Source: an optimization exercise on an open RTL-to-GDS flow (aim: small area, a short achievable clock period and few clock cycles). Production flows keep margins and buffers that such runs may drop. Where RTL was checked, it was by simulation tests only, not by an equivalence proof against the original. Only the layout flow was run in runs 2 and 3; the RTL was not checked for function there. No activity file was given, so power comes from the tool's default toggle rates.

==> flow/design.v <==
module LIFO
	#(parameter N=6,    
	  parameter DW=32   
	)
(
	input wire clk,
	input wire push,            
	input wire [N+2:0] dep,     
	input wire [DW-1:0] dat_i,
	output reg [DW-1:0] dat_o   
);
	reg [DW-1:0] mem [0:N-1];
	genvar i;
	generate
		for (i = 0; i < N; i = i + 1) begin : g_ent
			always @(posedge clk)
				if (push && dep[i+2]) mem[i] <= dat_i;
		end
	endgenerate
	integer j;
	always @(*) begin
		dat_o = {DW{1'b0}};
		for (j = 0; j < N; j = j + 1)
			dat_o = dat_o | ({DW{dep[j+3]}} & mem[j]);
	end
endmodule
module calculator
	(
	input wire clk,
	input wire rst,
	output reg rdy,
	input wire req_valid,
	input wire [2:0] req_instr,
	input wire [31:0] req_operand,
	output reg result_valid,
	output wire [31:0] result,
	output reg [7:0] error
);
	reg [31:0] T;       
	reg [31:0] S;       
	reg [31:0] R;       
	reg        bm1;     
	reg [8:0]  dep;     
	reg        bmul;    
	reg        bdiv;    
	reg [4:0]  cnt;     
	wire lt2  = dep[0] | dep[1];
	wire full = dep[8];
	wire i_push = (req_instr == 3'd0);
	wire i_add  = (req_instr == 3'd1);
	wire i_sub  = (req_instr == 3'd2);
	wire i_mul  = (req_instr == 3'd3);
	wire i_bad  = req_instr[2] & (req_instr[1] | req_instr[0]);
	always @(*) begin
		if (req_valid && !i_push && lt2) error = 8'd1;
		else if (req_valid && i_push && full) error = 8'd2;
		else if (req_valid && i_bad) error = 8'd3;
		else error = 8'd0;
	end
	wire ok  = i_push ? !full : (!lt2 && !i_bad);
	wire acc = rdy & req_valid & ok;
	wire [31:0] pop_val;
	LIFO #(6, 32) i_stack (
		.clk(clk),
		.push(acc & i_push),
		.dep(dep),
		.dat_i(S),
		.dat_o(pop_val)
	);
	wire one0 = bmul ? (R[0] ^ bm1) : 1'b1;
	wire two0 = bmul & ((R[1] & ~R[0] & ~bm1) | (~R[1] & R[0] & bm1));
	wire neg0 = bmul & R[1];
	wire one1 = bmul & (R[2] ^ R[1]);
	wire two1 = bmul & ((R[3] & ~R[2] & ~R[1]) | (~R[3] & R[2] & R[1]));
	wire neg1 = bmul & R[3];
	wire [31:0] S2  = {S[30:0], 1'b0};
	wire [31:0] m0  = ({32{one0}} & S) | ({32{two0}} & S2);
	wire [31:0] m1  = ({32{one1}} & S) | ({32{two1}} & S2);
	wire [31:0] pp0 = m0 ^ {32{neg0}};
	wire [31:0] pp1 = {m1[29:0], 2'b00} ^ {32{neg1}};
	wire [31:0] cs_s = T ^ pp0 ^ pp1;
	wire [31:0] cs_c = {(T[30:0] & pp0[30:0]) | (T[30:0] & pp1[30:0]) | (pp0[30:0] & pp1[30:0]), neg0};
	wire [32:0] sum33 = {cs_s, neg1} + {cs_c, neg1};
	wire [31:0] sum = sum33[32:1];
	wire [32:0] d1 = {1'b0, S} - {1'b0, R};
	wire        b1 = d1[32];
	wire [5:0] zs, zt;
	calc_lzc i_lzs (.x(S), .z(zs));
	calc_lzc i_lzt (.x(T), .z(zt));
	wire [6:0] dz = {1'b0, zt} - {1'b0, zs};
	wire       t_zero = zt[5];                         
	wire       div_now = t_zero | dz[6];               
	wire [31:0] t_al = T << dz[4:0];
	wire mul_last = (R[31:3] == 29'd0);
	wire div_last = (cnt == 5'd0);
	wire done = (bmul & mul_last) | (bdiv & div_last);
	always @(posedge clk) begin
		if (rst) begin
			rdy <= 1'b1;
			result_valid <= 1'b0;
			dep <= 9'd1;
			bmul <= 1'b0;
			bdiv <= 1'b0;
		end else begin
			if (acc) begin
				if (i_push) begin
					dep <= {dep[7:0], 1'b0};
					result_valid <= 1'b1;
				end else if (!i_mul && !(req_instr[2] && !div_now)) begin
					dep <= {1'b0, dep[8:1]};
				end else begin
					rdy <= 1'b0;
					result_valid <= 1'b0;
					bmul <= i_mul;
					bdiv <= !i_mul;
				end
			end
			if (done) begin
				rdy <= 1'b1;
				result_valid <= 1'b1;
				bmul <= 1'b0;
				bdiv <= 1'b0;
				dep <= {1'b0, dep[8:1]};
			end
		end
	end
	wire a_push = acc & i_push;
	wire a_add  = acc & i_add;
	wire a_sub  = acc & i_sub;
	wire a_mul  = acc & i_mul;
	wire a_div  = acc & req_instr[2];
	wire sT_op   = a_push;
	wire sT_sum  = a_add | bmul;
	wire sT_sub  = a_sub;
	wire sT_q    = bdiv;
	wire sT_ones = a_div & t_zero;
	wire enT     = acc | bmul | bdiv;
	wire [31:0] T_d = ({32{sT_op}} & req_operand) | ({32{sT_sum}} & sum)
	                | ({32{sT_sub}} & d1[31:0]) | ({32{sT_q}} & {T[30:0], ~b1})
	                | {32{sT_ones}};
	wire sS_T   = a_push | (a_mul & b1);
	wire sS_pop = a_add | a_sub | (a_div & div_now) | (bmul & mul_last) | (bdiv & div_last);
	wire sS_sh  = bmul & ~mul_last;
	wire sS_d   = bdiv & ~div_last & ~b1;
	wire enS    = sS_T | sS_pop | sS_sh | sS_d;
	wire [31:0] S_d = ({32{sS_T}} & T) | ({32{sS_pop}} & pop_val)
	                | ({32{sS_sh}} & {S[27:0], 4'b0}) | ({32{sS_d}} & d1[31:0]);
	wire sR_S  = a_mul & b1;
	wire sR_al = a_div & ~div_now;
	wire sR_4  = bmul & ~mul_last;
	wire sR_1  = bdiv & ~div_last;
	wire sR_T  = (acc & ~i_mul & ~(req_instr[2] & ~div_now)) | done;
	wire enR   = sR_S | sR_al | sR_4 | sR_1 | sR_T;
	wire [31:0] R_d = ({32{sR_S}} & S) | ({32{sR_al}} & t_al) | ({32{sR_T}} & T_d)
	                | ({32{sR_4}} & {4'b0, R[31:4]}) | ({32{sR_1}} & {1'b0, R[31:1]});
	always @(posedge clk) begin
		if (enT) T <= T_d;
		if (enS) S <= S_d;
		if (enR) R <= R_d;
		if (a_mul) bm1 <= 1'b0;
		else if (bmul) bm1 <= R[3];
		if (a_div) cnt <= dz[4:0];
		else if (bdiv) cnt <= cnt - 5'd1;
	end
	assign result = T;
endmodule
module calc_lzc (
	input wire [31:0] x,
	output wire [5:0] z
);
	wire [15:0] v1;
	wire [15:0] z1;
	genvar i;
	generate
		for (i = 0; i < 16; i = i + 1) begin : g1
			assign v1[i] = x[2*i+1] | x[2*i];
			assign z1[i] = ~x[2*i+1];
		end
	endgenerate
	wire [7:0] v2;
	wire [15:0] z2;
	generate
		for (i = 0; i < 8; i = i + 1) begin : g2
			assign v2[i] = v1[2*i+1] | v1[2*i];
			assign z2[2*i+1:2*i] = v1[2*i+1] ? {1'b0, z1[2*i+1]} : {1'b1, z1[2*i]};
		end
	endgenerate
	wire [3:0] v3;
	wire [11:0] z3;
	generate
		for (i = 0; i < 4; i = i + 1) begin : g3
			assign v3[i] = v2[2*i+1] | v2[2*i];
			assign z3[3*i+2:3*i] = v2[2*i+1] ? {1'b0, z2[4*i+3:4*i+2]} : {1'b1, z2[4*i+1:4*i]};
		end
	endgenerate
	wire [1:0] v4;
	wire [7:0] z4;
	generate
		for (i = 0; i < 2; i = i + 1) begin : g4
			assign v4[i] = v3[2*i+1] | v3[2*i];
			assign z4[4*i+3:4*i] = v3[2*i+1] ? {1'b0, z3[6*i+5:6*i+3]} : {1'b1, z3[6*i+2:6*i]};
		end
	endgenerate
	assign z = v4[1] ? {2'b00, z4[7:4]} : v4[0] ? {2'b01, z4[3:0]} : 6'd32;
endmodule
==> flow/run.sh <==
#!/bin/bash
# synth_recipe.tcl (not shown) runs the flow's synth.tcl, then flattens the netlist and writes it again
# the make line also repeats each setting of config.mk as NAME=value (left out here)
make -C /OpenROAD-flow-scripts/flow DESIGN_CONFIG=/design/flow/config.mk WORK_HOME=/design/flow/orfs CLKGATE_MAP_FILE= SYNTH_SCRIPT=/design/flow/synth_recipe.tcl finish
==> flow/config.mk <==
export PLATFORM = sky130hd
export DESIGN_NAME = calculator
export DESIGN_NICKNAME = calculator
export VERILOG_FILES = /design/flow/design.v
export SDC_FILE = /design/flow/constraint.sdc
export NUM_CORES = 4
export LEC_CHECK = 0
export ABC_AREA = 1
export CAP_MARGIN = 0
export CORE_MARGIN = 2
export CORE_UTILIZATION = 50
export CTS_BUF_LIST = sky130_fd_sc_hd__clkbuf_4 sky130_fd_sc_hd__clkbuf_8
export SETUP_SLACK_MARGIN = 4.7
export SLEW_MARGIN = 0
==> flow/constraint.sdc <==
create_clock -name core_clock -period 9.0 [get_ports {clk}]
set_input_delay 1.8000 -clock core_clock [delete_from_list [all_inputs] [get_ports {clk}]]
set_output_delay 1.8000 -clock core_clock [all_outputs]
set_load 0.01 [all_outputs]
==> results.py, run 1 <==
metrics = {
    "run_status": {
        "status": "finished clean",
    },
    "final_layout": {
        "stdcell_area_um2": 26600,
        "sequential_cell_area_um2": 9080,
        "area_growth_pct": 18.9,
        "final.fill_count": 4067,
        "multiInputGateArea_um2": 12300,
        "layout.cells.most_common_list": "nand2_1 (735), edfxtp_1 (293), inv_1 (283), nand3_1 (256), nor2_1 (190)",
        "post_route_cells_drive_above_1_share_pct": 15.3,
        "layout.cells.most_common": "nand2_1",
        "finalNetCount": 3184,
        "post_layout_nonfiller_instances": 3673,
    },
    "route": {
        "initialDrtViolationCount": 3055,
        "routed_wl_mm": 94.7,
        "viasPerCell": 6.21,
        "vias": 22800,
        "postRouteAntennaNets": 0,
        "remaining_drc_errors": 0,
        "dr.pass1.iters": 7,
        "route.detailed.wl_per_inst_um": 25.8,
    },
    "critical_path": {
        "crit_required_ns": 7.20,
        "cp_data_arrival_time_ns": 2.56,
        "timing.critical_path.fanout_max": 5,
        "timing.reg2reg.setup_slack_ns": 4.66,
        "path_class": "in -> out",
        "crit-reg2reg-capture": "S[2]",
        "crit_path_start_kind": "primary input",
        "worst-r2r-cell-count": 16,
        "worst_setup_path_end_kind": "output port",
        "rr_startpoint": "S[0]",
    },
    "floorplan": {
        "fp.dieW_um": 215,
        "coreArea_um2": 44100,
        "fp.dieArea_um2": 46400,
        "rows": 77,
        "io_pins": 80,
        "floorplan.die.height_um": 215,
        "starting_density_of_the_core_pct": 50.6,
    },
    "synthesis": {
        "synthCells": 2849,
        "main_flop_type_after_synthesis": "edfxtp_1",
        "post_synth_instance_area_um2": 22300,
        "synth_area_per_cell_um2": 7.84,
        "synth_top_area_share_pct": 39.4,
        "part_of_the_yosys_area_used_for_sequential_elements_pct": 40.6,
        "netlist_top_cells_area": "edfxtp_1 (39%), nand2_1 (13%), nand3_1 (6.0%), inv_1 (5.1%), ha_1 (4.0%)",
        "library_cell_occupying_the_most_area_in_the_post_synthesis_netlist": "edfxtp_1",
        "synth-async-reset-ratio_pct": 0,
        "number_of_flops_mapped_to_enable_cells_by_yosys": 293,
        "yosysWarnings": 3,
        "synth-seq-cells": 307,
        "yosys.cell_types.count": 63,
    },
    "cts": {
        "cts.reportedPaths.clkPinSlew_ns": 0.06,
        "htree_levels": 2,
        "tritoncts": "yes",
        "cts_buffer_depth": 3,
        "worst_skew_pair.late_latency_ns": 0.63,
        "hold_buffers": 0,
        "cts-buffers-inserted": 48,
        "cts.sink_count": 307,
        "cts_root_buf": "clkbuf_8",
    },
    "place": {
        "dpl.cell_count": 3431,
        "pre_cts_slack_ns": 3.32,
        "port_buffers": 73,
        "dp_hpwl_mm": 67.7,
        "gp_congestion": 1.00,
        "placed_cell_area_um2": 23500,
    },
    "grt": {
        "grt_start_max_net_pins": 59,
        "remaining_global_route_overflow": 0,
        "number_of_global_route_vias_before_repair": 21400,
        "grt_usage_pct": 39.2,
        "first_pass_grt_wire_length_mm": 135,
        "grt_antenna_before_repair": 3,
    },
    "timing": {
        "skew_ns": 0.0555,
        "max_slew.worst_pin.slew_ns": 1.08,
        "post-route-worst-setup-slack_ns": 4.64,
        "grt_setup_unrepaired": "true",
        "max_clock_freq_mhz": 229,
        "fin_setup_tns_ns": 0,
        "timing.slew.headroom_pct": 27.6,
        "setup_viol_count_final": 0,
        "fin_crit_ns": 4.36,
        "maxSlewViolCount": 0,
        "holdWs_ns": 0.510,
        "finalHoldViolCount": 0,
        "final.period_utilization_pct": 48.4,
    },
    "worst_hold_path": {
        "timing.hold.worst.start": "dep[0]",
        "hold_path_class": "reg -> reg",
        "timing.hold.worst_path_depth": 2,
        "hold_path_end": "dep[0]",
    },
    "pwr": {
        "p_per_area_nw_per_um2": 130,
        "p_leak_uw": 0.0113,
        "peakVddDrop_v": 0.0000937,
    },
    "run": {
        "cap_viol_max_count": 0,
    },
}
## metal layers
metal | GRT usage [%] | vias up | share of wire (%)
met4 | 23.5 | 0 | 7.6
li1 | - | 10100 | -
met5 | 0 | - | 0
met2 | 60.9 | 1492 | 44
met3 | 8.22 | 356 | 10
met1 | 50.6 | 10800 | 38
## worst max-delay path, stage by stage
cell     delay [ns]
buf_8          0.11
nor2_4         0.18
buf_6          0.13
nor2_4         0.03
a21oi_4        0.11
nor2_1         0.06
buf_2          0.13
## sequential cells by signal, indices dropped and copies added (netlist names)
signal        flops
i_stack.mem     192
R                32
S                32
T                32
dep               9
cnt               5
bdiv              1
bm1               1
bmul              1
rdy               1
result_valid      1
## per-stage QoR
step,total power [µW],util [%]
6_report,3460,60.2
2_1_floorplan,2000,-
4_1_cts,3390,57.4
3_3_place_gp,2190,53.2
3_5_place_dp,2190,53.2
5_1_grt,3570,60.2
## report_power, final
part | total, µW | internal [µW] | leakage [µW] | switching [µW]
Combinational | 681 | 230 | 0.00805 | 452
Sequential | 1600 | 1580 | 0.00279 | 23.6
Clock | 1180 | 605 | 0.000509 | 576
Total | 3460 | 2410 | 0.0113 | 1050
## synth_stat cells (16+ instances only)
master,number
a21oi_1,152
a221oi_1,19
a22o_1,31
buf_2,27
buf_4,16
clkbuf_1,55
edfxtp_1,293
fa_1,33
ha_1,71
inv_1,306
nand2_1,754
nand3_1,268
nand4_1,56
nor2_1,219
nor3_1,30
o21ai_0,158
o22ai_1,87
xor2_1,80
## layout make-up
cell class	count	area share (%)
tap	592	2.79
antenna	2	0.0188
multi-input combinational	2113	46.1
sequential	307	34.2
timing repair buffer	245	8.37
clock inverter	16	0.320
inverter	323	4.87
timing repair inverter	4	0.0989
clock buffer	71	3.18
## logic make-up (layout without fill, tap and decap cells)
group | count (synthesis) | after routing | share of synthesized area (%)
adder cells (fa/ha/maj) | 104 | 104 | 6.94
AND/OR/NAND/NOR | 1383 | 1386 | 26.6
flip-flops | 307 | 307 | 40.6
buffers and inverters | 437 | 659 | 8.08
AO/OA/AOI/OAI | 529 | 529 | 14.2
XOR/XNOR | 82 | 82 | 3.25
multiplexers | 6 | 6 | 0.269
other | 1 | 8 | 0.0168
## worst max path at each step
stage / from / to / slack, ns / cells after the start
2_1_floorplan: req_instr[2] / i_stack.mem[0][0] / 4.70 / 8
3_3_place_gp: S[5] / R[28] / 3.35 / 20
3_5_place_dp: S[5] / R[27] / 3.32 / 20
4_1_cts: req_instr[1] / error[1] / 4.67 / 7
5_1_grt: R[3] / R[30] / 4.57 / 24
6_report: req_instr[0] / error[0] / 4.64 / 7
## what timing repair did
item	in CTS	in global routing
pin swaps	13	38
endpoints found under the setup margin	202	160
cloned	8	3
buffers inserted	58	84
resized for setup	130	134
Testbench counts, summed over its fixed seeds: cycles 7,484.
==> run 2, diff against run 1 <==
--- a/flow/design.v
+++ b/flow/design.v
@@ -80,9 +80,13 @@
 	wire [31:0] pp1 = {m1[29:0], 2'b00} ^ {32{neg1}};
 	wire [31:0] cs_s = T ^ pp0 ^ pp1;
 	wire [31:0] cs_c = {(T[30:0] & pp0[30:0]) | (T[30:0] & pp1[30:0]) | (pp0[30:0] & pp1[30:0]), neg0};
-	wire [32:0] sum33 = {cs_s, neg1} + {cs_c, neg1};
-	wire [31:0] sum = sum33[32:1];
-	wire [32:0] d1 = {1'b0, S} - {1'b0, R};
+	wire [31:0] sum;
+	wire        sum_co;
+	calc_add #(32) u_cpa (.a(cs_s), .b(cs_c), .ci(neg1), .s(sum), .co(sum_co));
+	wire [32:0] d1;
+	wire        d1_co;
+	calc_add #(32) u_sub (.a(S), .b(~R), .ci(1'b1), .s(d1[31:0]), .co(d1_co));
+	assign d1[32] = ~d1_co;
 	wire        b1 = d1[32];
 	wire [5:0] zs, zt;
 	calc_lzc i_lzs (.x(S), .z(zs));
@@ -203,3 +207,30 @@
 	endgenerate
 	assign z = v4[1] ? {2'b00, z4[7:4]} : v4[0] ? {2'b01, z4[3:0]} : 6'd32;
 endmodule
+module calc_add #(parameter W = 32) (
+	input wire [W-1:0] a,
+	input wire [W-1:0] b,
+	input wire ci,
+	output wire [W-1:0] s,
+	output wire co
+);
+	reg [W-1:0] g, p;
+	integer l, i;
+	always @(*) begin
+		g = a & b;
+		p = a ^ b;
+		g[0] = g[0] | (p[0] & ci);
+		for (l = 1; l < W; l = l * 2)
+			for (i = 2 * l - 1; i < W; i = i + 2 * l) begin
+				g[i] = g[i] | (p[i] & g[i-l]);
+				p[i] = p[i] & p[i-l];
+			end
+		for (l = W / 4; l >= 1; l = l / 2)
+			for (i = 3 * l - 1; i < W; i = i + 2 * l) begin
+				g[i] = g[i] | (p[i] & g[i-l]);
+				p[i] = p[i] & p[i-l];
+			end
+	end
+	assign s = (a ^ b) ^ {g[W-2:0], ci};
+	assign co = g[W-1];
+endmodule
--- a/flow/config.mk
+++ b/flow/config.mk
@@ -10,5 +10,5 @@
 export CORE_MARGIN = 2
 export CORE_UTILIZATION = 50
 export CTS_BUF_LIST = sky130_fd_sc_hd__clkbuf_4 sky130_fd_sc_hd__clkbuf_8
-export SETUP_SLACK_MARGIN = 4.7
+export SETUP_SLACK_MARGIN = 4.5
 export SLEW_MARGIN = 0
==> run 2 against run 1 <==
Effect of this change: core utilization barely moved; synthesized cell count shrank 14%; critical path depth up 18; sequential power hardly changed; final area is 7.0% lower; combinational power down 13%; clock skew is 0.017 ns higher; critical path type is now reg -> reg; still clean on timing, DRC and antenna; sequential share of layout area increased by 2.6 points; fmax shrank 11%; clock power rose by 11%; highest routed layer unchanged; power grew 1.3%.
==> results.py, run 2 <==
metrics = {
    "run_status": {
        "status": "finished clean",
    },
    "cts": {
        "cts.reportedPaths.clkPinSlew_ns": 0.06,
        "cts_root_buf": "clkbuf_8",
        "cts.sink_count": 307,
        "cts-buffers-inserted": 53,
        "htree_levels": 2,
        "tritoncts": "yes",
        "cts_buffer_depth": 3,
        "worst_skew_pair.late_latency_ns": 0.70,
    },
    "route": {
        "remaining_drc_errors": 0,
        "viasPerCell": 6.10,
        "route.detailed.wl_per_inst_um": 24.6,
        "initialDrtViolationCount": 2523,
        "postRouteAntennaNets": 0,
        "dr.pass1.iters": 6,
        "routed_wl_mm": 78.0,
        "vias": 19300,
    },
    "timing": {
        "fin_setup_tns_ns": 0,
        "finalHoldViolCount": 0,
        "setup_viol_count_final": 0,
        "final.period_utilization_pct": 54.6,
        "fin_crit_ns": 4.92,
        "skew_ns": 0.0728,
        "grt_setup_unrepaired": "true",
        "max_slew.worst_pin.slew_ns": 1.12,
        "maxSlewViolCount": 0,
        "timing.slew.headroom_pct": 25.2,
        "max_clock_freq_mhz": 203,
    },
    "synthesis": {
        "synth_area_per_cell_um2": 8.51,
        "part_of_the_yosys_area_used_for_sequential_elements_pct": 43.6,
        "yosysWarnings": 4,
        "library_cell_occupying_the_most_area_in_the_post_synthesis_netlist": "edfxtp_1",
        "post_synth_instance_area_um2": 20800,
        "synthCells": 2450,
        "number_of_flops_mapped_to_enable_cells_by_yosys": 293,
        "synth-async-reset-ratio_pct": 0,
        "synth_common_cells": "nand2_1 (720), nand3_1 (302), edfxtp_1 (293)",
        "main_flop_type_after_synthesis": "edfxtp_1",
        "synth_top_area_share_pct": 42.2,
        "synth-seq-cells": 307,
        "yosys.cell_types.count": 47,
        "netlist_top_cells_area": "edfxtp_1 (42%), nand2_1 (13%), nand3_1 (7.3%), fa_1 (6.1%), ha_1 (4.0%)",
        "yosys.cell_count.top_type": "nand2_1",
    },
    "final_layout": {
        "largest_register": "i_stack.mem",
        "area_growth_pct": 18.5,
        "post_route_cells_drive_above_1_share_pct": 14.7,
        "diode_insertion_count_for_antenna_repair": 0,
        "finalNetCount": 2767,
        "layout.cells.most_common_list": "nand2_1 (706), nand3_1 (299), edfxtp_1 (293), inv_1 (211), buf_4 (120)",
        "largest_register_ff_count": 192,
        "layout.cells.most_common": "nand2_1",
    },
    "floorplan": {
        "floorplan.die.height_um": 208,
        "coreArea_um2": 41000,
        "fp.dieArea_um2": 43300,
        "starting_density_of_the_core_pct": 50.8,
        "io_pins": 80,
        "rows": 74,
        "fp.dieW_um": 208,
    },
    "place": {
        "gp_congestion": 1.02,
        "dp_hpwl_mm": 52.5,
        "port_buffers": 73,
    },
    "grt": {
        "grt_antenna_before_repair": 0,
        "first_pass_grt_wire_length_mm": 116,
        "grt_usage_pct": 35.7,
        "grt_start_max_net_pins": 38,
        "number_of_global_route_vias_before_repair": 18400,
        "remaining_global_route_overflow": 0,
    },
    "critical_path": {
        "worst_setup_path_end_kind": "flip-flop",
        "timing.critical_path.fanout_max": 7,
        "path_class": "reg -> reg",
        "rr_startpoint": "bm1",
        "cp-startpoint": "bm1",
        "cp_data_arrival_time_ns": 5.30,
        "crit_required_ns": 9.38,
        "crit_path_start_kind": "flip-flop",
    },
    "worst_hold_path": {
        "timing.hold.worst.start": "rdy",
        "hold_path_class": "reg -> reg",
    },
    "pwr": {
        "peakVddDrop_v": 0.000118,
        "total_power_uw": 3510,
        "p_leak_uw": 0.0104,
        "p_per_area_nw_per_um2": 142,
    },
    "run": {
        "cap_viol_max_count": 0,
    },
}
-- run 2: changes by cell type after synthesis, moves of 11 or more --
cell / previous run / this run
a21oi_1: 152 / 64
a221oi_1: 19 / 34
a22o_1: 31 / 4
clkbuf_1: 55 / 66
fa_1: 33 / 64
inv_1: 306 / 223
nand2_1: 754 / 720
nand3_1: 268 / 302
nand4_1: 56 / 80
nor2_1: 219 / 119
nor3_1: 30 / 10
o21ai_0: 158 / 34
xnor2_1: 1 / 20
-- run 2: layout make-up --
class / instances / area, µm²
repair inverters: 8 / 57.6
clock buffers: 76 / 902
well taps: 532 / 666
multi-input cells: 1788 / 11000
flip-flops and latches: 307 / 9080
fillers: 3674 / 16300
inverters: 233 / 935
clock inverters: 22 / 179
repair buffers: 207 / 1870
-- run 2: cells by family after synthesis --
logic type / share of synthesized area [%]
adder cells (fa/ha/maj): 10.2
AO/OA/AOI/OAI: 8.76
XOR/XNOR: 4.12
AND/OR/NAND/NOR: 26.4
buffers and inverters: 6.94
flip-flops: 43.6
other: 0.0180
-- run 2: timing repair --
item | CTS | global route
pin swaps | 21 | 47
setup buffers | 47 | 41
gates cloned | 11 | 0
endpoints found under the setup margin | 139 | 112
resized for setup | 114 | 55
hold buffers | 0 | 0
-- run 2: path summary, 6_finish.rpt --
check | end | slack, ns | cells after the start
worst max-delay path | R[22] | 4.08 | 25
worst min-delay path | rdy | 0.49 | 2
worst max register to register | R[22] | 4.08 | 25
worst min register to register | rdy | 0.49 | 2
-- run 2: critical path, cell delays in order (launching register included) --
cell and delay, ns:
dfxtp_1 0.43, inv_2 0.11, o21ai_4 0.22, clkinvlp_4 0.20
buf_12 0.18, buf_16 0.13, o22ai_1 0.24, xor2_1 0.25
fa_1 0.49, ha_4 0.31, nand2_1 0.06, nand2_1 0.09
nand3_1 0.07, nand2_1 0.09, a21oi_2 0.05, nand2_4 0.11
buf_4 0.12, buf_6 0.09, a21o_1 0.19, a31oi_2 0.13
fa_2 0.58, inv_1 0.05, nand2_1 0.07, nand4_1 0.12
nand2_1 0.12, nand3_1 0.08
-- run 2: through the flow --
| stage | setup WS [ns] | cell area, µm² | util, % | cells | hold WS (ns) |
|---|---|---|---|---|---|
| CTS | 4.40 | 24100 | 58.8 | 3132 | 0.487 |
| finish | 4.08 | 24700 | 60.2 | 3173 | 0.490 |
| floorplan | 4.50 | 20900 | - | 2455 | 0.444 |
| global placement | 3.16 | 22100 | 53.9 | 2976 | 0.455 |
| detailed placement | 3.10 | 22100 | 53.9 | 2976 | 0.468 |
| global route | 3.95 | 24700 | 60.2 | 3173 | 0.495 |
-- run 2: routing by layer --
| metal | GRT usage (%) | vias up | share of wire (%) |
|---|---|---|---|
| met3 | 7.34 | 241 | 11 |
| met2 | 52.0 | 1181 | 43 |
| met5 | 0 | - | 0 |
| li1 | - | 8702 | - |
| met4 | 20.2 | 0 | 6.5 |
| met1 | 49.6 | 9224 | 40 |
-- run 2: power breakdown --
group	switching [µW]	internal [µW]	leakage, µW
registers	28.2	1580	0.00279
logic	386	204	0.00703
clock network	603	710	0.000583
==> run 3, diff against run 2 <==
--- a/flow/config.mk
+++ b/flow/config.mk
@@ -10,5 +10,5 @@
 export CORE_MARGIN = 2
 export CORE_UTILIZATION = 50
 export CTS_BUF_LIST = sky130_fd_sc_hd__clkbuf_4 sky130_fd_sc_hd__clkbuf_8
-export SETUP_SLACK_MARGIN = 4.5
+export SETUP_SLACK_MARGIN = 4.3
 export SLEW_MARGIN = 0
==> run 3 against run 2 <==
Effect of this change: still clean; clock power is essentially flat; final cell count shrank 0.32%; power shrank 0.81%; synthesized cell count is the same; area after synthesis is the same; worst setup slack gained 0.16 ns; global-route usage shrank 0.63 points; clock-buffer cell count shrank 7; critical path type unchanged.
==> results.py, run 3 <==
metrics = {
    "cts": {
        "htree_levels": 2,
        "cts-buffers-inserted": 52,
        "cts.sink_count": 307,
        "tritoncts": "yes",
        "worst_skew_pair.late_latency_ns": 0.66,
        "cts_root_buf": "clkbuf_8",
        "cts.reportedPaths.clkPinSlew_ns": 0.08,
        "cts_buffer_depth": 3,
    },
    "synthesis": {
        "part_of_the_yosys_area_used_for_sequential_elements_pct": 43.6,
        "synth-async-reset-ratio_pct": 0,
        "yosysWarnings": 4,
        "synthCells": 2450,
        "library_cell_occupying_the_most_area_in_the_post_synthesis_netlist": "edfxtp_1",
        "synth-seq-cells": 307,
        "synth_area_per_cell_um2": 8.51,
        "yosys.cell_count.top_type": "nand2_1",
        "post_synth_instance_area_um2": 20800,
        "synth_common_cells": "nand2_1 (720), nand3_1 (302), edfxtp_1 (293)",
        "number_of_flops_mapped_to_enable_cells_by_yosys": 293,
        "main_flop_type_after_synthesis": "edfxtp_1",
        "yosys.cell_types.count": 47,
        "netlist_top_cells_area": "edfxtp_1 (42%), nand2_1 (13%), nand3_1 (7.3%), fa_1 (6.1%), ha_1 (4.0%)",
        "synth_top_area_share_pct": 42.2,
    },
    "final_layout": {
        "largest_register": "i_stack.mem",
        "area_growth_pct": 17.6,
        "finalCoreUtilization_pct": 59.8,
        "diode_insertion_count_for_antenna_repair": 0,
        "finalNetCount": 2763,
        "post_route_cells_drive_above_1_share_pct": 13.5,
        "layout.cells.most_common": "nand2_1",
        "layout.cells.most_common_list": "nand2_1 (706), nand3_1 (298), edfxtp_1 (293), inv_1 (214), buf_4 (118)",
        "largest_register_ff_count": 192,
    },
    "route": {
        "initialDrtViolationCount": 2224,
        "routed_wl_mm": 78.1,
        "vias": 19200,
        "viasPerCell": 6.08,
        "remaining_drc_errors": 0,
        "postRouteAntennaNets": 0,
        "dr.pass1.iters": 7,
        "route.detailed.wl_per_inst_um": 24.7,
    },
    "timing": {
        "maxSlewViolCount": 0,
        "timing.slew.headroom_pct": 19.7,
        "max_slew.worst_pin.slew_ns": 1.20,
        "skew_ns": 0.0481,
        "fin_setup_tns_ns": 0,
        "holdWs_ns": 0.485,
        "max_clock_freq_mhz": 210,
        "fin_crit_ns": 4.76,
        "grt_setup_unrepaired": "true",
        "finalHoldViolCount": 0,
        "final.period_utilization_pct": 52.8,
        "setup_viol_count_final": 0,
    },
    "grt": {
        "grt_antenna_before_repair": 0,
        "remaining_global_route_overflow": 0,
        "first_pass_grt_wire_length_mm": 113,
        "grt_start_max_net_pins": 38,
        "grt_usage_pct": 35.0,
        "number_of_global_route_vias_before_repair": 17800,
    },
    "critical_path": {
        "cp-startpoint": "R[0]",
        "crit_required_ns": 9.39,
        "crit_path_start_kind": "flip-flop",
        "cp_data_arrival_time_ns": 5.15,
        "rr_startpoint": "R[0]",
        "worst_setup_path_end_kind": "flip-flop",
        "timing.critical_path.fanout_max": 8,
        "slowest_stage": "fa_1",
        "path_common_cell": "nand2_1",
        "slowest_delay_ns": 0.54,
        "path_class": "reg -> reg",
    },
    "pwr": {
        "pwr-share-seq_pct": 46.2,
        "p_per_area_nw_per_um2": 142,
        "power_switching_uw": 1010,
        "internal_power_uw": 2470,
        "peakVddDrop_v": 0.000101,
        "switching_share_pct": 29.1,
        "share_comb_of_total_power_pct": 16.4,
        "p_leak_uw": 0.0104,
        "clkPwrFrac_pct": 37.4,
    },
    "place": {
        "dp_hpwl_mm": 54.0,
        "port_buffers": 73,
        "gp_congestion": 1.02,
    },
    "floorplan": {
        "coreArea_um2": 41000,
        "fp.dieW_um": 208,
        "rows": 74,
        "fp.dieArea_um2": 43300,
        "floorplan.die.height_um": 208,
        "io_pins": 80,
        "starting_density_of_the_core_pct": 50.8,
    },
    "run": {
        "cap_viol_max_count": 0,
    },
    "worst_hold_path": {
        "hold_path_class": "reg -> reg",
        "timing.hold.worst.start": "dep[0]",
    },
    "run_status": {
        "status": "finished clean",
    },
}
run 3: cell counts after synthesis:
Identical to the previous run, type by type.
run 3: final cells by class:
type | count | area (µm²)
clock buffer | 69 | 881
clock inverter | 22 | 170
fill | 3736 | 16500
inverter | 233 | 931
multi-input combinational | 1788 | 10900
sequential | 307 | 9080
tap | 532 | 666
timing repair buffer | 206 | 1850
timing repair inverter | 6 | 42.5
run 3: critical path: cells and delay by family, from the launching register on:
family                   cells  cell delay [ns]
XOR/XNOR                     2             0.33
AND/OR/NAND/NOR             17             1.44
adder cells (fa/ha/maj)      3             1.25
buffers and inverters        4             0.44
AO/OA/AOI/OAI                4             0.55
flip-flops                   1             0.46
run 3: cells by family (layout without fill, tap and decap cells):
kind of cell             after synthesis  count (layout)  share of synthesized area [%]
AO/OA/AOI/OAI                        285             285                           8.76
XOR/XNOR                              98              98                           4.12
adder cells (fa/ha/maj)              131             131                           10.2
buffers and inverters                360             536                           6.94
flip-flops                           307             307                           43.6
other                                  1               6                         0.0180
AND/OR/NAND/NOR                     1268            1268                           26.4
run 3: through the flow:
step / instance area, µm² / setup slack (ns) / total power (µW) / cells
global route: 24500 / 4.03 / 3600 / 3163
floorplan: 20900 / 4.39 / 1960 / 2455
CTS: 23500 / 4.24 / 3440 / 3091
detailed placement: 22100 / 2.97 / 2150 / 2982
global placement: 22100 / 3.13 / 2150 / 2982
finish: 24500 / 4.24 / 3480 / 3163
run 3: routing by layer:
layer	share of wire, %	vias to the layer above	global-route usage (%)
met3	10	208	6.07
li1	-	8685	-
met1	41	9225	49.9
met4	5.3	0	17.0
met5	0	-	0
met2	43	1105	51.9
run 3: final timing paths:
check / to / slack (ns) / depth (start not counted)
setup / recovery: R[31] / 4.24 / 30
hold / removal: dep[0] / 0.48 / 2
setup reg to reg: R[31] / 4.24 / 30
hold reg to reg: dep[0] / 0.48 / 2
run 3: power groups by stage:
| stage | logic (µW) | clock network (µW) | registers [µW] |
|---|---|---|---|
| 2_1_floorplan | 332 | 0 | 1630 |
| 3_3_place_gp | 505 | 0 | 1640 |
| 3_5_place_dp | 509 | 0 | 1640 |
| 4_1_cts | 522 | 1310 | 1610 |
| 5_1_grt | 622 | 1370 | 1610 |
| 6_report | 572 | 1300 | 1610 |
run 3: repair_timing:
| action | CTS | global route |
|---|---|---|
| gates cloned | 5 | 4 |
| pin swaps | 6 | 39 |
| hold buffers | 0 | 0 |
| setup endpoints to repair | 124 | 100 |
| setup buffers | 13 | 68 |
| resized for setup | 65 | 79 |
==> run 4, diff against run 3 <==
--- a/flow/design.v
+++ b/flow/design.v
@@ -82,7 +82,7 @@
 	wire [31:0] cs_c = {(T[30:0] & pp0[30:0]) | (T[30:0] & pp1[30:0]) | (pp0[30:0] & pp1[30:0]), neg0};
 	wire [31:0] sum;
 	wire        sum_co;
-	calc_add #(32) u_cpa (.a(cs_s), .b(cs_c), .ci(neg1), .s(sum), .co(sum_co));
+	calc_add_fast #(32) u_cpa (.a(cs_s), .b(cs_c), .ci(neg1), .s(sum), .co(sum_co));
 	wire [32:0] d1;
 	wire        d1_co;
 	calc_add #(32) u_sub (.a(S), .b(~R), .ci(1'b1), .s(d1[31:0]), .co(d1_co));
@@ -153,9 +153,10 @@
 	wire sR_al = a_div & ~div_now;
 	wire sR_4  = bmul & ~mul_last;
 	wire sR_1  = bdiv & ~div_last;
-	wire sR_T  = (acc & ~i_mul & ~(req_instr[2] & ~div_now)) | done;
-	wire enR   = sR_S | sR_al | sR_4 | sR_1 | sR_T;
-	wire [31:0] R_d = ({32{sR_S}} & S) | ({32{sR_al}} & t_al) | ({32{sR_T}} & T_d)
+	wire sR_T  = (acc & ~i_mul & ~(req_instr[2] & ~div_now)) | (bdiv & div_last);
+	wire sR_p  = bmul & mul_last;   
+	wire enR   = sR_S | sR_al | sR_4 | sR_1 | sR_T | sR_p;
+	wire [31:0] R_d = ({32{sR_S}} & S) | ({32{sR_al}} & t_al) | ({32{sR_T}} & T_d) | ({32{sR_p}} & sum)
 	                | ({32{sR_4}} & {4'b0, R[31:4]}) | ({32{sR_1}} & {1'b0, R[31:1]});
 	always @(posedge clk) begin
 		if (enT) T <= T_d;
@@ -234,3 +235,27 @@
 	assign s = (a ^ b) ^ {g[W-2:0], ci};
 	assign co = g[W-1];
 endmodule
+module calc_add_fast #(parameter W = 32) (
+	input wire [W-1:0] a,
+	input wire [W-1:0] b,
+	input wire ci,
+	output wire [W-1:0] s,
+	output wire co
+);
+	reg [W-1:0] g, p;
+	integer l, i, j;
+	always @(*) begin
+		g = a & b;
+		p = a ^ b;
+		g[0] = g[0] | (p[0] & ci);
+		for (l = 1; l < W; l = l * 2)
+			for (i = W - 1; i >= 0; i = i - 1)
+				if (i & l) begin
+					j = (i & ~(l - 1)) - 1;
+					g[i] = g[i] | (p[i] & g[j]);
+					p[i] = p[i] & p[j];
+				end
+	end
+	assign s = (a ^ b) ^ {g[W-2:0], ci};
+	assign co = g[W-1];
+endmodule
==> run 4 against run 3 <==
Effect of this change: first-iteration DRC count up 9.0%; largest power group unchanged; synthesized cell count increased by 6.5%; power is 5.1% lower; final area is 0.40% higher; critical endpoint is now error[0]; sequential share of layout area fell by 0.16 points; clock power is essentially flat; area after synthesis increased by 2.2%; worst setup slack better by 0.10 ns; routed wire length is 1.8% higher; die area increased by 2.2%; critical path type is now in -> out.
==> results.py, run 4 <==
metrics = {
    "synthesis": {
        "part_of_the_yosys_area_used_for_sequential_elements_pct": 42.6,
        "synth-async-reset-ratio_pct": 0,
        "synth_area_per_cell_um2": 8.17,
        "yosys.cell_count.top_type": "nand2_1",
        "synth_common_cells": "nand2_1 (731), nand3_1 (374), edfxtp_1 (293)",
        "library_cell_occupying_the_most_area_in_the_post_synthesis_netlist": "edfxtp_1",
        "number_of_flops_mapped_to_enable_cells_by_yosys": 293,
        "post_synth_instance_area_um2": 21300,
        "netlist_top_cells_area": "edfxtp_1 (41%), nand2_1 (13%), nand3_1 (8.8%), fa_1 (5.0%), ha_1 (4.0%)",
        "yosys.cell_types.count": 48,
        "synth-seq-cells": 307,
        "main_flop_type_after_synthesis": "edfxtp_1",
        "yosysWarnings": 5,
        "synthCells": 2609,
        "synth_top_area_share_pct": 41.3,
    },
    "final_layout": {
        "sequential_cell_area_um2": 9080,
        "largest_register": "i_stack.mem",
        "layout.cells.most_common": "nand2_1",
        "largest_register_ff_count": 192,
        "post_route_cells_drive_above_1_share_pct": 11.3,
        "multiInputGateArea_um2": 11000,
        "finalNetCount": 2932,
        "layout.cells.most_common_list": "nand2_1 (724), nand3_1 (374), edfxtp_1 (293), inv_1 (210), nor2_1 (204)",
        "area_growth_pct": 15.5,
        "final.fill_count": 3923,
    },
    "worst_hold_path": {
        "hold_path_class": "reg -> reg",
    },
    "run_status": {
        "status": "finished clean",
    },
    "floorplan": {
        "floorplan.die.height_um": 210,
        "rows": 75,
        "coreArea_um2": 42000,
        "io_pins": 80,
        "starting_density_of_the_core_pct": 50.7,
        "fp.dieW_um": 210,
        "fp.dieArea_um2": 44300,
    },
    "cts": {
        "tritoncts": "yes",
        "htree_levels": 2,
        "cts_root_buf": "clkbuf_8",
        "cts.reportedPaths.clkPinSlew_ns": 0.06,
        "cts.sink_count": 307,
        "worst_skew_pair.late_latency_ns": 0.65,
        "cts_buffer_depth": 3,
        "cts-buffers-inserted": 51,
        "hold_buffers": 0,
    },
    "grt": {
        "grt_antenna_before_repair": 1,
        "grt_start_max_net_pins": 38,
        "number_of_global_route_vias_before_repair": 18400,
        "remaining_global_route_overflow": 0,
        "first_pass_grt_wire_length_mm": 116,
        "grt_usage_pct": 35.3,
    },
    "critical_path": {
        "crit_buf_inv": 3,
        "worst_setup_path_end_kind": "output port",
        "worstPathCellList": "clkdlybuf4s50_1 > inv_1 > o21ai_0 > dlygate4sd2_1",
        "path_class": "in -> out",
        "crit_path_start_kind": "primary input",
        "slowest_stage": "clkdlybuf4s50_1",
        "cpLargestDelayFamily": "buffers and inverters",
        "cp_data_arrival_time_ns": 2.86,
        "crit_required_ns": 7.20,
        "timing.critical_path.fanout_max": 4,
        "slowest_delay_ns": 0.55,
    },
    "timing": {
        "holdWs_ns": 0.511,
        "skew_ns": 0.0661,
        "finalHoldViolCount": 0,
        "fin_setup_tns_ns": 0,
        "final.period_utilization_pct": 51.7,
        "max_slew.worst_pin.slew_ns": 1.12,
        "setup_viol_count_final": 0,
        "fin_crit_ns": 4.66,
        "maxSlewViolCount": 0,
        "grt_setup_unrepaired": "true",
        "max_clock_freq_mhz": 215,
        "timing.slew.headroom_pct": 25.1,
    },
    "route": {
        "vias": 20400,
        "postRouteAntennaNets": 0,
        "route.detailed.wl_per_inst_um": 23.7,
        "routed_wl_mm": 79.4,
        "remaining_drc_errors": 0,
        "initialDrtViolationCount": 2424,
        "dr.pass1.iters": 9,
        "viasPerCell": 6.09,
    },
    "pwr": {
        "p_leak_uw": 0.0108,
        "peakVddDrop_v": 0.0000966,
        "p_per_area_nw_per_um2": 134,
    },
    "place": {
        "gp_congestion": 0.982,
        "port_buffers": 73,
        "dp_hpwl_mm": 55.7,
    },
    "run": {
        "cap_viol_max_count": 0,
    },
}
==> run 4: worst paths after layout <==
path              depth (start not counted)  endpoint       from  slack, ns
setup / recovery                          4  error[0]  req_valid       4.34
hold / removal                            2    dep[0]     dep[0]       0.51
setup reg to reg                         21     R[20]      S[12]       4.44
hold reg to reg                           2    dep[0]     dep[0]       0.51
==> run 4: worst register-to-register path, stage by stage (launching register included) <==
cell        delay, ns
edfxtp_1         0.46
clkinvlp_4       0.31
nand3_1          0.27
nor2_2           0.10
inv_1            0.07
nor2_1           0.06
inv_1            0.08
o2111ai_1        0.15
a21oi_1          0.18
ha_1             0.17
inv_1            0.07
fa_1             0.78
buf_6            0.34
nand3_1          0.20
nand3_1          0.14
nand3_1          0.09
nand3_1          0.10
o21ai_0          0.23
a21oi_1          0.20
nand2_1          0.06
nor2_1           0.21
nand2_1          0.08
==> run 4: layer usage <==
metal  wire (µm)  track usage [%]  vias to the layer above
met2       33600             51.8                     1192
met3        8670             6.09                      150
met5           0                0                        -
met1       34600             53.2                     9806
met4        2550             11.2                        0
li1            -                -                     9243
==> run 4: kinds of logic (layout without fill, tap and decap cells) <==
group	count (synthesis)	after routing	share of synthesized area, %
compound gates	330	330	9.80
xor+xnor	89	89	3.66
fa+ha+maj	121	121	8.97
buf+inv	354	547	6.72
flops	307	307	42.6
other cells	1	7	0.0176
simple gates	1407	1410	28.2
==> run 4: cell type report <==
| cell class | count | area share [%] |
|---|---|---|
| Multi-Input combinational cell | 1956 | 44.6 |
| Sequential cell | 307 | 36.9 |
| Timing Repair Buffer | 225 | 7.67 |
| Inverter | 231 | 3.85 |
| Clock buffer | 68 | 3.50 |
| Tap cell | 539 | 2.74 |
| Clock inverter | 22 | 0.696 |
| Timing Repair inverter | 1 | 0.0305 |
| Antenna cell | 1 | 0.0102 |
==> run 4: where the power goes <==
part           total, µW  switching, µW  internal, µW
combinational        441            287           155
sequential          1600           27.3          1570
clock               1270            585           682
total               3300            899          2400
==> run 4: repair_timing <==
action                                  4_1_cts  5_1_grt
resized for setup                            26       39
pin swaps                                     7        3
setup buffers                                12      110
cloned                                        4        0
endpoints found under the setup margin      338      120
==> run 4: per-stage QoR <==
stage	worst slack [ns]	std cells	utilization [%]	instance area, µm²	power, µW
finish	4.34	3350	58.6	24600	3300
CTS	4.31	3239	56.3	23700	3270
floorplan	4.52	2614	-	21300	1880
global placement	2.54	3133	53.4	22500	2020
global route	4.29	3350	58.6	24600	3410
detailed placement	2.44	3133	53.4	22500	2020
Testbench counts of run 4, summed over its fixed seeds: cycles 7,484.
==> run 5, diff against run 4 <==
--- a/flow/config.mk
+++ b/flow/config.mk
@@ -10,5 +10,5 @@
 export CORE_MARGIN = 2
 export CORE_UTILIZATION = 50
 export CTS_BUF_LIST = sky130_fd_sc_hd__clkbuf_4 sky130_fd_sc_hd__clkbuf_8
-export SETUP_SLACK_MARGIN = 4.3
+export SETUP_SLACK_MARGIN = 4.7
 export SLEW_MARGIN = 0
==> run 5 against run 4 <==
Effect of this change: worst setup slack better by 0.33 ns; final area increased by 3.3%; sequential share of layout area down 1.2 points; critical path type unchanged; clock skew fell by 0.035 ns; still clean; power increased by 0.53%.
==> results.py, run 5 <==
metrics = {
    "synthesis": {
        "synth-async-reset-ratio_pct": 0,
        "synth_common_cells": "nand2_1 (731), nand3_1 (374), edfxtp_1 (293)",
        "post_synth_instance_area_um2": 21300,
        "synth-seq-cells": 307,
        "synthCells": 2609,
        "part_of_the_yosys_area_used_for_sequential_elements_pct": 42.6,
        "synth_top_area_share_pct": 41.3,
        "yosys.cell_types.count": 48,
        "synth_area_per_cell_um2": 8.17,
        "netlist_top_cells_area": "edfxtp_1 (41%), nand2_1 (13%), nand3_1 (8.8%), fa_1 (5.0%), ha_1 (4.0%)",
        "yosysWarnings": 5,
        "main_flop_type_after_synthesis": "edfxtp_1",
        "number_of_flops_mapped_to_enable_cells_by_yosys": 293,
        "yosys.cell_count.top_type": "nand2_1",
        "library_cell_occupying_the_most_area_in_the_post_synthesis_netlist": "edfxtp_1",
    },
    "run_status": {
        "status": "finished clean",
    },
    "grt": {
        "grt_antenna_before_repair": 1,
        "number_of_global_route_vias_before_repair": 18900,
        "first_pass_grt_wire_length_mm": 119,
        "grt_usage_pct": 36.3,
        "remaining_global_route_overflow": 0,
        "grt_start_max_net_pins": 37,
    },
    "timing": {
        "final.period_utilization_pct": 48.1,
        "skew_ns": 0.0310,
        "max_slew.worst_pin.slew_ns": 1.20,
        "maxSlewViolCount": 0,
        "setup_viol_count_final": 0,
        "post-route-worst-setup-slack_ns": 4.67,
        "finalHoldViolCount": 0,
        "max_clock_freq_mhz": 231,
        "timing.slew.headroom_pct": 19.6,
        "fin_crit_ns": 4.33,
        "holdWs_ns": 0.501,
        "fin_setup_tns_ns": 0,
        "grt_setup_unrepaired": "true",
    },
    "route": {
        "route.detailed.wl_per_inst_um": 24.6,
        "postRouteAntennaNets": 0,
        "remaining_drc_errors": 0,
        "dr.max_layer_used": "met5",
        "dr.pass1.iters": 6,
        "viasPerCell": 6.17,
        "route.layer.met1.wl_mm": 34.2,
        "dr_wl_met2_mm": 34.9,
        "vias": 20800,
        "initialDrtViolationCount": 2947,
        "routed_wl_mm": 83.1,
        "wl_met3_mm": 10.1,
    },
    "final_layout": {
        "post_route_cells_drive_above_1_share_pct": 14.9,
        "largest_register_ff_count": 192,
        "diode_insertion_count_for_antenna_repair": 0,
        "area_growth_pct": 19.4,
        "layout.cells.most_common_list": "nand2_1 (712), nand3_1 (372), edfxtp_1 (293), nor2_1 (195), inv_1 (193)",
        "finalNetCount": 2953,
        "finalCoreUtilization_pct": 60.5,
        "multiInputGateArea_um2": 11400,
        "final.fill_count": 3787,
        "sequential_cell_area_um2": 9080,
        "largest_register": "i_stack.mem",
        "layout.cells.most_common": "nand2_1",
        "post_layout_nonfiller_instances": 3371,
    },
    "critical_path": {
        "crit_path_start_kind": "primary input",
        "path_class": "in -> out",
        "slowest_stage": "and3_1",
        "cp_data_arrival_time_ns": 2.53,
        "worst_setup_path_end_kind": "output port",
        "timing.critical_path.fanout_max": 3,
        "worstPathCellList": "buf_8 > nor2_4 > nand2_4 > inv_2 > nand2_2 > o21ai_2 > and3_1 > buf_2",
        "cpLargestDelayFamily": "simple AND/OR/NAND/NOR gates",
        "crit_required_ns": 7.20,
        "slowest_delay_ns": 0.16,
        "crit_buf_inv": 3,
    },
    "place": {
        "port_buffers": 73,
        "pre_cts_slack_ns": 2.87,
        "dpl.cell_count": 3130,
        "dp_hpwl_mm": 56.3,
        "gp_congestion": 0.983,
    },
    "pwr": {
        "p_leak_uw": 0.0110,
        "p_per_area_nw_per_um2": 131,
        "peakVddDrop_v": 0.0000863,
    },
    "worst_hold_path": {
        "hold_path_class": "reg -> reg",
    },
    "floorplan": {
        "floorplan.die.height_um": 210,
        "fp.dieW_um": 210,
        "starting_density_of_the_core_pct": 50.7,
        "fp.dieArea_um2": 44300,
        "coreArea_um2": 42000,
        "io_pins": 80,
        "rows": 75,
    },
    "cts": {
        "cts_buffer_depth": 3,
        "cts.sink_count": 307,
        "htree_levels": 2,
        "worst_skew_pair.late_latency_ns": 0.61,
        "tritoncts": "yes",
        "cts_root_buf": "clkbuf_8",
        "hold_buffers": 0,
        "cts.reportedPaths.clkPinSlew_ns": 0.07,
        "cts-buffers-inserted": 48,
    },
    "run": {
        "cap_viol_max_count": 0,
    },
}
run 5: cell count changes in the layout (fill, tap and decap cells not counted), moves of 8 or more:
| cell | before | now |
|---|---|---|
| clkinvlp_4 | 9 | 18 |
| ha_1 | 68 | 57 |
| ha_4 | 0 | 11 |
| inv_1 | 210 | 193 |
| nand2_1 | 724 | 712 |
| nand2_2 | 9 | 17 |
| nor2_1 | 204 | 195 |
| o22ai_1 | 64 | 51 |
| o22ai_2 | 0 | 9 |
run 5: timing repair:
item,CTS,global route
endpoints found under the setup margin,353,146
buffers inserted,57,83
cloned,5,8
endpoints found under the hold margin,0,0
pin swaps,10,43
gates resized for setup,78,120
run 5: path summary, 6_finish.rpt:
kind | from | to | slack [ns] | depth (start not counted)
worst min-delay path | dep[0] | dep[0] | 0.50 | 2
worst min register to register | dep[0] | dep[0] | 0.50 | 2
worst max register to register | R[0] | R[17] | 4.75 | 20
worst max-delay path | req_instr[0] | error[1] | 4.67 | 8
run 5: cells by family after synthesis:
group | Yosys count | synth area share (%)
other | 1 | 0.0176
xor gates and xnor gates | 89 | 3.66
adders and majority gates | 121 | 8.97
and+or+nand+nor | 1407 | 28.2
AOI/OAI and AO/OA | 330 | 9.80
buffers and inverters | 354 | 6.72
DFF | 307 | 42.6
run 5: routing by layer:
layer	GRT usage, %	vias to the layer above
met4	13.9	2
li1	-	9282
met5	0	-
met3	7.17	268
met1	52.8	9869
met2	53.6	1377
run 5: cell type report:
type,instances,area share [%]
clock buffer,69,3.27
multi-input combinational,1956,45.0
clock inverter,19,0.679
timing repair inverter,7,0.212
timing repair buffer,243,8.55
inverter,231,3.91
sequential,307,35.7
tap,539,2.65
run 5: worst register-to-register path, cell delays in order, from the launching register on:
cell	delay [ns]
edfxtp_1	0.46
buf_4	0.18
a21oi_4	0.22
nand2_4	0.13
buf_12	0.15
clkbuf_16	0.17
o22ai_1	0.20
xor2_1	0.22
fa_1	0.50
ha_4	0.31
nand2_1	0.13
nor3_2	0.21
nand2_2	0.09
nand2_4	0.11
inv_4	0.05
fa_2	0.35
xnor2_2	0.16
a22oi_2	0.14
nand2_1	0.10
nand2_1	0.07
nand3_1	0.08
run 5: stage by stage:
stage          instance area [µm²]  total power, µW
5_1_grt                      25400             3420
2_1_floorplan                21300             1880
4_1_cts                      24100             3280
3_5_place_dp                 22400             2020
6_report                     25400             3320
3_3_place_gp                 22400             2020
run 5: power breakdown:
| part | internal, µW | switching, µW | total (µW) |
|---|---|---|---|
| clock network | 684 | 569 | 1250 |
| registers | 1570 | 21.0 | 1590 |
| logic | 170 | 310 | 480 |
| total | 2420 | 900 | 3320 |
==> run 6, diff against run 5 <==
--- a/flow/config.mk
+++ b/flow/config.mk
@@ -8,7 +8,7 @@
 export ABC_AREA = 1
 export CAP_MARGIN = 0
 export CORE_MARGIN = 2
-export CORE_UTILIZATION = 50
+export CORE_UTILIZATION = 58
 export CTS_BUF_LIST = sky130_fd_sc_hd__clkbuf_4 sky130_fd_sc_hd__clkbuf_8
-export SETUP_SLACK_MARGIN = 4.7
+export SETUP_SLACK_MARGIN = 4.5
 export SLEW_MARGIN = 0
==> run 6 against run 5 <==
Effect of this change: clock power fell by 6%; largest cell class unchanged; non-clock buffer count shrank 36; final cell count is 3.2% lower; sequential power about the same; final area shrank 3.8%; clock-buffer cell count shrank 3; still clean; via count shrank 0.80%; clock skew increased by 0.022 ns; register-to-register slack lost 0.16 ns; global-route usage rose by 2.6 points.
==> results.py, run 6 <==
metrics = {
    "final_layout": {
        "final.fill_count": 3113,
        "layout.cells.most_common": "nand2_1",
        "area_growth_pct": 14.8,
        "post_route_cells_drive_above_1_share_pct": 11.3,
        "largest_register_ff_count": 192,
        "finalCoreUtilization_pct": 67.3,
        "diode_insertion_count_for_antenna_repair": 0,
        "layout.cells.most_common_list": "nand2_1 (723), nand3_1 (374), edfxtp_1 (293), inv_1 (211), nor2_1 (204)",
        "multiInputGateArea_um2": 11100,
        "sequential_cell_area_um2": 9080,
        "largest_register": "i_stack.mem",
        "post_layout_nonfiller_instances": 3263,
        "finalNetCount": 2916,
    },
    "timing": {
        "setup_viol_count_final": 0,
        "final.period_utilization_pct": 49.1,
        "maxSlewViolCount": 0,
        "fin_crit_ns": 4.42,
        "max_clock_freq_mhz": 226,
        "timing.slew.headroom_pct": 17.6,
        "skew_ns": 0.0534,
        "fin_setup_tns_ns": 0,
        "max_slew.worst_pin.slew_ns": 1.23,
        "finalHoldViolCount": 0,
        "grt_setup_unrepaired": "true",
    },
    "grt": {
        "grt_antenna_before_repair": 1,
        "remaining_global_route_overflow": 0,
        "number_of_global_route_vias_before_repair": 18700,
        "grt_start_max_net_pins": 39,
        "first_pass_grt_wire_length_mm": 111,
        "grt_usage_pct": 38.9,
    },
    "floorplan": {
        "fp.dieArea_um2": 38300,
        "rows": 70,
        "fp.dieW_um": 196,
        "starting_density_of_the_core_pct": 58.6,
        "coreArea_um2": 36300,
        "floorplan.die.height_um": 196,
        "io_pins": 80,
    },
    "synthesis": {
        "synthCells": 2609,
        "yosys.cell_count.top_type": "nand2_1",
        "yosysWarnings": 5,
        "synth-seq-cells": 307,
        "number_of_flops_mapped_to_enable_cells_by_yosys": 293,
        "netlist_top_cells_area": "edfxtp_1 (41%), nand2_1 (13%), nand3_1 (8.8%), fa_1 (5.0%), ha_1 (4.0%)",
        "main_flop_type_after_synthesis": "edfxtp_1",
        "part_of_the_yosys_area_used_for_sequential_elements_pct": 42.6,
        "synth-async-reset-ratio_pct": 0,
        "synth_common_cells": "nand2_1 (731), nand3_1 (374), edfxtp_1 (293)",
        "synth_top_area_share_pct": 41.3,
        "yosys.cell_types.count": 48,
        "library_cell_occupying_the_most_area_in_the_post_synthesis_netlist": "edfxtp_1",
        "post_synth_instance_area_um2": 21300,
        "synth_area_per_cell_um2": 8.17,
    },
    "pwr": {
        "internal_power_uw": 2330,
        "power_switching_uw": 875,
        "peakVddDrop_v": 0.0000912,
        "switching_share_pct": 27.3,
        "p_per_area_nw_per_um2": 131,
        "pwr-share-seq_pct": 49.7,
        "clkPwrFrac_pct": 36.5,
        "share_comb_of_total_power_pct": 13.9,
        "p_leak_uw": 0.0108,
    },
    "cts": {
        "tritoncts": "yes",
        "cts.sink_count": 307,
        "cts.reportedPaths.clkPinSlew_ns": 0.06,
        "cts_root_buf": "clkbuf_8",
        "htree_levels": 2,
        "cts_buffer_depth": 3,
        "cts-buffers-inserted": 48,
        "worst_skew_pair.late_latency_ns": 0.62,
    },
    "place": {
        "gp_congestion": 1.04,
        "dp_hpwl_mm": 53.7,
        "dpl.cell_count": 3058,
        "port_buffers": 73,
    },
    "critical_path": {
        "slowest_delay_ns": 0.17,
        "rr_startpoint": "R[1]",
        "cp_data_arrival_time_ns": 2.62,
        "crit_path_start_kind": "primary input",
        "timing.critical_path.fanout_max": 3,
        "slowest_stage": "and3_1",
        "worstPathCellList": "buf_2 > nor2_4 > nand2_4 > inv_2 > nand2_1 > o21ai_2 > and3_1 > buf_2",
        "path_common_cell": "buf_2",
        "cp-startpoint": "req_instr[1]",
        "crit_required_ns": 7.20,
        "path_class": "in -> out",
        "worst_setup_path_end_kind": "output port",
    },
    "route": {
        "remaining_drc_errors": 0,
        "viasPerCell": 6.32,
        "vias": 20600,
        "postRouteAntennaNets": 0,
        "route.detailed.wl_per_inst_um": 23.7,
        "dr.pass1.iters": 6,
        "initialDrtViolationCount": 3025,
        "routed_wl_mm": 77.3,
    },
    "run": {
        "cap_viol_max_count": 0,
    },
    "worst_hold_path": {
        "hold_path_class": "reg -> reg",
        "timing.hold.worst.start": "dep[0]",
    },
    "run_status": {
        "status": "finished clean",
    },
}
-- run 6: logic make-up (layout without fill, tap and decap cells) --
| logic type | Yosys count | in the layout | share of synthesized area [%] |
|---|---|---|---|
| adder cells (fa/ha/maj) | 121 | 121 | 8.97 |
| other | 1 | 6 | 0.0176 |
| buffers and inverters | 354 | 531 | 6.72 |
| AND/OR/NAND/NOR | 1407 | 1410 | 28.2 |
| flip-flops | 307 | 307 | 42.6 |
| XOR/XNOR | 89 | 90 | 3.66 |
| AO/OA/AOI/OAI | 330 | 330 | 9.80 |
-- run 6: area by class of cell --
cell class / instances / share of cell area [%]
sequential: 307 / 37.1
tap: 468 / 2.39
clock buffer: 66 / 3.28
clock inverter: 22 / 0.552
timing repair buffer: 207 / 7.25
multi-input combinational: 1957 / 45.4
timing repair inverter: 5 / 0.153
inverter: 231 / 3.82
-- run 6: worst max-delay path, delay by kind of cell --
| family | cells | cell delay [ns] |
|---|---|---|
| AND/OR/NAND/NOR | 4 | 0.46 |
| buffers and inverters | 3 | 0.30 |
| AO/OA/AOI/OAI | 1 | 0.06 |
-- run 6: worst paths after layout --
| check | to | cells past startpoint | slack, ns |
|---|---|---|---|
| setup / recovery | error[1] | 8 | 4.58 |
| hold / removal | dep[0] | 2 | 0.51 |
| setup reg to reg | R[17] | 21 | 4.59 |
| hold reg to reg | dep[0] | 2 | 0.51 |
-- run 6: layer usage --
| layer | track usage (%) | share of wire [%] |
|---|---|---|
| met4 | 16.7 | 4.9 |
| met5 | 0 | 0 |
| met2 | 56.5 | 42 |
| met3 | 10.3 | 13 |
| met1 | 55.3 | 40 |
-- run 6: repair_timing --
item | CTS | global route
gates cloned | 2 | 8
gates resized for setup | 46 | 46
pin swaps | 5 | 11
hold buffers | 0 | 0
endpoints found under the setup margin | 308 | 285
buffers inserted | 14 | 93
-- run 6: power groups by stage --
stage	Sequential, µW	Clock, µW	Combinational [µW]
floorplan	1610	0	266
global placement	1630	0	379
detailed placement	1630	0	386
CTS	1600	1170	396
global route	1590	1230	480
finish	1590	1170	445
-- run 6: through the flow --
step | worst slack (ns) | total power (µW) | instance area [µm²] | hold WS, ns
6_report | 4.58 | 3210 | 24500 | 0.505
5_1_grt | 4.39 | 3300 | 24500 | 0.534
4_1_cts | 4.52 | 3170 | 23500 | 0.502
3_5_place_dp | 3.28 | 2020 | 22300 | 0.470
3_3_place_gp | 3.44 | 2010 | 22300 | 0.466
2_1_floorplan | 4.52 | 1880 | 21300 | 0.443
==> run 7, diff against run 6 <==
--- a/flow/config.mk
+++ b/flow/config.mk
@@ -5,10 +5,9 @@
 export SDC_FILE = /design/flow/constraint.sdc
 export NUM_CORES = 4
 export LEC_CHECK = 0
-export ABC_AREA = 1
 export CAP_MARGIN = 0
 export CORE_MARGIN = 2
-export CORE_UTILIZATION = 58
+export CORE_UTILIZATION = 50
 export CTS_BUF_LIST = sky130_fd_sc_hd__clkbuf_4 sky130_fd_sc_hd__clkbuf_8
 export SETUP_SLACK_MARGIN = 4.5
 export SLEW_MARGIN = 0
==> run 7 against run 6 <==
Effect of this change: still clean; die area up 11%; clock skew fell by 0.0099 ns; clock-buffer cell count grew 7; via count down 11%; synthesized cell count decreased by 28%; final area rose by 4.0%; largest cell class unchanged; highest routed layer unchanged.
==> results.py, run 7 <==
metrics = {
    "critical_path": {
        "crit_path_start_kind": "flip-flop",
        "worst_setup_path_end_kind": "flip-flop",
        "timing.critical_path.fanout_max": 6,
        "path_class": "reg -> reg",
        "cp_data_arrival_time_ns": 5.07,
        "timing.reg2reg.setup_slack_ns": 4.32,
        "crit_required_ns": 9.38,
    },
    "cts": {
        "cts.reportedPaths.clkPinSlew_ns": 0.06,
        "hold_buffers": 0,
        "worst_skew_pair.late_latency_ns": 0.67,
        "cts_buffer_depth": 3,
        "cts-buffers-inserted": 54,
        "cts.sink_count": 307,
        "tritoncts": "yes",
        "cts_root_buf": "clkbuf_8",
        "htree_levels": 2,
    },
    "final_layout": {
        "finalCoreUtilization_pct": 62.6,
        "stdcell_area_um2": 25400,
        "layout.cells.most_common": "edfxtp_1",
        "final.fill_count": 3265,
        "multiInputGateArea_um2": 11600,
        "diode_insertion_count_for_antenna_repair": 0,
        "post_route_cells_drive_above_1_share_pct": 25.4,
        "largest_register_ff_count": 192,
        "layout.cells.most_common_list": "edfxtp_1 (293), buf_4 (193), nand2_1 (165), a22oi_1 (145), inv_1 (86)",
        "sequential_cell_area_um2": 9080,
        "post_layout_nonfiller_instances": 2663,
        "area_growth_pct": 24.3,
        "largest_register": "i_stack.mem",
        "finalNetCount": 2248,
    },
    "worst_hold_path": {
        "hold_path_class": "reg -> reg",
    },
    "route": {
        "viasPerCell": 6.86,
        "postRouteAntennaNets": 0,
        "initialDrtViolationCount": 2617,
        "routed_wl_mm": 79.0,
        "vias": 18300,
        "route.detailed.wl_per_inst_um": 29.7,
        "remaining_drc_errors": 0,
        "dr.pass1.iters": 8,
    },
    "synthesis": {
        "synthCells": 1889,
        "post_synth_instance_area_um2": 20500,
        "netlist_top_cells_area": "edfxtp_1 (43%), a22oi_1 (5.8%), fa_1 (5.2%), ha_1 (4.2%), nand2_1 (3.2%)",
        "yosys.cell_count.top_type": "edfxtp_1",
        "yosysWarnings": 5,
        "number_of_flops_mapped_to_enable_cells_by_yosys": 293,
        "library_cell_occupying_the_most_area_in_the_post_synthesis_netlist": "edfxtp_1",
        "synth_top_area_share_pct": 43.0,
        "synth-seq-cells": 307,
        "yosys.cell_types.count": 86,
        "part_of_the_yosys_area_used_for_sequential_elements_pct": 44.4,
        "synth-async-reset-ratio_pct": 0,
        "synth_area_per_cell_um2": 10.8,
        "synth_common_cells": "edfxtp_1 (293), nand2_1 (175), a22oi_1 (157)",
        "main_flop_type_after_synthesis": "edfxtp_1",
    },
    "grt": {
        "number_of_global_route_vias_before_repair": 17200,
        "remaining_global_route_overflow": 0,
        "grt_start_max_net_pins": 42,
        "grt_antenna_before_repair": 0,
        "first_pass_grt_wire_length_mm": 112,
        "grt_usage_pct": 36.3,
    },
    "floorplan": {
        "io_pins": 80,
        "starting_density_of_the_core_pct": 50.3,
        "fp.dieW_um": 206,
        "fp.dieArea_um2": 42600,
        "rows": 74,
        "floorplan.die.height_um": 206,
        "coreArea_um2": 40600,
    },
    "place": {
        "placed_cell_area_um2": 21600,
        "dpl.cell_count": 2384,
        "dp_hpwl_mm": 49.7,
        "port_buffers": 73,
        "gp_congestion": 0.961,
    },
    "timing": {
        "fin_setup_tns_ns": 0,
        "finalHoldViolCount": 0,
        "maxSlewViolCount": 0,
        "setup_viol_count_final": 0,
        "fin_crit_ns": 4.68,
        "grt_setup_unrepaired": "true",
        "max_slew.worst_pin.slew_ns": 1.05,
        "timing.slew.headroom_pct": 29.7,
        "max_clock_freq_mhz": 213,
        "skew_ns": 0.0435,
        "final.period_utilization_pct": 52.0,
    },
    "pwr": {
        "total_power_uw": 3690,
        "peakVddDrop_v": 0.000105,
        "p_per_area_nw_per_um2": 145,
        "p_leak_uw": 0.00944,
    },
    "run_status": {
        "status": "finished clean",
    },
    "run": {
        "cap_viol_max_count": 0,
    },
}
run 7: cell count changes in the layout (fill, tap and decap cells not counted), moves of 41 or more:
cell / before / now
nand2_1: 723 / 165
nand3_1: 374 / 20
a22oi_1: 3 / 145
nor2_1: 204 / 75
inv_1: 211 / 86
buf_4: 128 / 193
a21oi_1: 97 / 49
xnor2_1: 11 / 58
mux2i_1: 0 / 41
run 7: cells by family (layout without fill, tap and decap cells):
kind of cell / after synthesis / in the layout / synth area share, %
AOI/OAI and AO/OA: 600 / 601 / 21.5
and+or+nand+nor: 414 / 414 / 9.62
DFF: 307 / 307 / 44.4
buffers and inverters: 250 / 486 / 5.02
adders and majority gates: 122 / 122 / 9.39
xor gates and xnor gates: 112 / 112 / 4.83
muxes: 83 / 83 / 5.30
other: 1 / 6 / 0.0183
run 7: metal layers:
layer	vias up	part of all wire [%]	global-route usage [%]
met4	0	5.4	14.9
met2	1338	44	54.5
li1	7692	-	-
met3	271	12	8.85
met5	-	0	0
met1	8972	39	50.3
run 7: stage by stage:
| stage | worst slack, ns | hold WS, ns |
|---|---|---|
| floorplan | 4.48 | 0.466 |
| global placement | 3.30 | 0.510 |
| detailed placement | 3.28 | 0.508 |
| CTS | 4.50 | 0.521 |
| global route | 4.26 | 0.536 |
| finish | 4.32 | 0.533 |
run 7: critical path, stage by stage (launching register included):
cell,delay (ns)
edfxtp_1,0.41
inv_1,0.10
o21ai_1,0.45
a221oi_2,0.15
a31oi_1,0.22
o21ai_1,0.12
o21ai_1,0.14
ha_2,0.21
inv_2,0.04
fa_2,0.60
buf_12,0.14
buf_16,0.12
mux4_2,0.52
nor2_1,0.11
a21o_1,0.14
mux2_4,0.15
o22ai_1,0.11
a222oi_1,0.46
o2111ai_1,0.19
run 7: what timing repair did:
item                       in CTS  in global routing
cloned                          4                  3
pin swaps                      31                 67
setup buffers                 126                 48
setup endpoints to repair     181                 82
gates resized for setup       134                142
run 7: cell type report:
class	instances	area share [%]
tap	532	2.62
sequential	307	35.7
inverter	92	1.39
timing repair buffer	296	10.6
multi-input combinational	1338	45.4
clock buffer	73	3.58
clock inverter	25	0.718
run 7: worst paths after layout:
kind | startpoint | to | depth (start not counted)
worst max-delay path | T[1] | R[22] | 18
worst min-delay path | rdy | rdy | 1
worst max register to register | T[1] | R[22] | 18
worst min register to register | rdy | rdy | 1
run 7: where the power goes:
group | switching [µW] | internal [µW]
Sequential | 27.5 | 1580
Combinational | 442 | 308
Clock | 614 | 716
Total | 1080 | 2610

Check on run 7: ideal ports give 4.316 ns setup slack; a clkbuf_16 on the clock port and buf_2 on the inputs give 4.316 ns; moving port delays by the midpoint clock arrival (0.702 ns) as well gives 3.963 ns.
